Background: an optimization exercise with open tools, aiming at small area and a short achievable clock period. Do not read the settings as production practice.
Function was checked by simulation only, so behaviour that the tests miss may differ from the original.

// FPU_Main
module FPU_Main (
    input clk,
    input [31:0] A,
    input [31:0] B,
    input [1:0] S,
    output [31:0] O
);
clock: 25.0 ns
lec_check: 0
abc_area: 1
cap_margin: 20
core_margin: 2
core_utilization: 40
slew_margin: 20
synth_hierarchical: 1
synth_minimum_keep_size: 0
standard.sh (not shown) runs the stock make flow with config.mk's settings and CLKGATE_MAP_FILE= SYNTH_SCRIPT=/design/flow/synth_recipe.tcl, a recipe that flattens the netlist after the stock synthesis.
==> flow/flow/run.sh <==
#!/bin/bash
set -euo pipefail
bash standard.sh synth > synth.log 2>&1
bash standard.sh SETUP_SLACK_MARGIN=17 finish > layout.log 2>&1
Edit:
--- a/flow/design.v
+++ b/flow/design.v
@@ -3498,22 +3498,20 @@
     reg [1:0]  S_r;
     reg [4:0]  step;
     reg [1:0]  chg;                 
     reg        nn;                  
     reg [4:0]  sa;                  
     reg        sv;                  
     assign O = t;
     wire sq = (S_r == OP_SQRT);
     wire restart = |chg;
-    wire [7:0] Exponent = A_r[30:23];
-    wire pos = (Exponent >= 8'd127) ? 1'b1 : 1'b0;
-    wire [7:0] Exp_2 = pos ? (Exponent - 8'd127) / 2 : (Exponent - 8'd127 - 1) / 2;
-    wire sq_rem = (Exponent - 8'd127) % 2;
+    wire       pos = (A_r[30:23] >= 8'd127);
+    wire       sq_rem = ~A_r[23];
     wire [8:0] dab = {1'b0, A_r[30:23]} - {1'b0, B_r[30:23]};
     wire [8:0] dba = {1'b0, B_r[30:23]} - {1'b0, A_r[30:23]};
     wire       abig = ~dab[8];                       
     wire [7:0] de = abig ? dab[7:0] : dba[7:0];
     wire       de0 = (de == 8'd0);
     wire       sub0 = A_r[31] ^ B_r[31];
     reg  [4:0] lz;                                   
     integer k;
     always @* begin
@@ -3632,18 +3630,19 @@
         e2nb <= (op == O_RC_N);
         e2a <= (op == O_B_A) || (op == O_FIX) || ((op == O_ADD) && abig);
         e2x <= (op == O_X_C3E);
         e2s <= (op == O_NRM);
         case (op)
             O_DP_C1, O_DPT_C1, O_C2_T, O_TWO_T, O_R0_AP, O_RC_N: kr <= 8'd126;
             O_DP_Y, O_X_T: kr <= 8'd255;
             O_T_Y_T, O_B_A: kr <= 8'd129;
             O_X0_T:         kr <= 8'd125;
+            O_X_C3E:        kr <= {7'b1100000, pos & A_r[23]};
             O_FIX:          kr <= 8'd130;
             O_NRM:          kr <= 8'd1;
             default:        kr <= 8'd0;
         endcase
         xst <= (op == O_T_Y_T) || (op == O_X_C3E) || (op == O_T_C3) || (op == O_SHN) || (op == O_NRM) ||
                (op == O_IDT) || (op == O_FIX);
         xsb <= (op == O_RC_N) || (op == O_X_T) || (op == O_B_A) || ((op == O_ADD) && !abig);
         xsa <= (op == O_ADD) && abig;
         yss <= (op == O_T_Y_T);
@@ -3709,19 +3708,19 @@
     wire [23:0] av = {a_s0 ? de0 : 1'b1, t[22:0]};
     wire [25:0] aal = ({26{sh_p1}} & {1'b0, av, 1'b0}) | ({26{sh_0}} & {2'b00, av})
                     | ({26{sh_m1}} & {3'b000, av[23:1]}) | ({26{sh_m2}} & {4'b0000, av[23:2]});
     wire        asub = a_dv | (a_s0 & sub0);
     wire [25:0] ad = aal ^ {26{asub}};
     wire [48:0] p;
     fpu_tree u_tree (.xv({hx, xm}), .yv({hy, ym}), .ad(ad), .cin(asub), .p(p));
     wire [7:0]  ex1 = ({8{e1t}} & t[30:23]) | ({8{e1b}} & B_r[30:23]);
     wire [7:0]  ex2 = ({8{e2y}} & y[30:23]) | ({8{e2nb}} & ~B_r[30:23]) | ({8{e2a}} & A_r[30:23])
-                    | ({8{e2x}} & Exp_2) | ({8{e2s}} & {3'b111, ~sa});
+                    | ({8{e2x}} & {1'b0, A_r[30:24]}) | ({8{e2s}} & {3'b111, ~sa});
     wire [7:0]  es, ec, e0, erc;
     genvar ge;
     generate
         for (ge = 0; ge < 8; ge = ge + 1) begin : g_exp
             fpu_fa u_c (.a(ex1[ge]), .b(ex2[ge]), .ci(kr[ge]), .s(es[ge]), .co(ec[ge]));
             if (ge == 0) begin : g_lsb
                 assign e0[0] = es[0];
                 assign erc[0] = 1'b0;
             end else begin : g_bit
Hold slack got worse by 0.0043 ns.
First-iteration DRC count is higher by 20%.
Routed wire length is higher by 0.74%.
Critical path depth went up by 2.
Die area decreases by 0.91%.
Non-clock buffer count came out higher by 1.
Final area went down by 1.1%.
Sequential share of layout area rose by 0.20 points.
Worst setup slack gets worse by 0.014 ns.
Final cell count goes down by 0.36%.

port drivers added, routing unchanged:
The results above use ideal ports. As a check the final layouts listed here were re-extracted and re-timed, cells and wires unchanged.
Step 1: set_driving_cell puts a clkbuf_16 on clk and a buf_2 on each other input, an assumption about the parent block.
Step 2 also shifts input and output timing later by t, the mid clock arrival at the registers, as if the neighbouring blocks saw the same clock.
Slacks: ideal / step 1 / step 2; pairs: ideal / step 1.
run	shift t [ns]	setup slack, ns	worst setup path at the end	slew at the worst register clock pin (ns)	pins driven straight from the clock port
the first run	0.504	17.263 / 17.263 / 17.263	register to register	0.08 / 0.08	1
the second run	0.497	17.249 / 17.249 / 17.249	register to register	0.08 / 0.08	1
After both steps setup and hold are still met in every run listed.
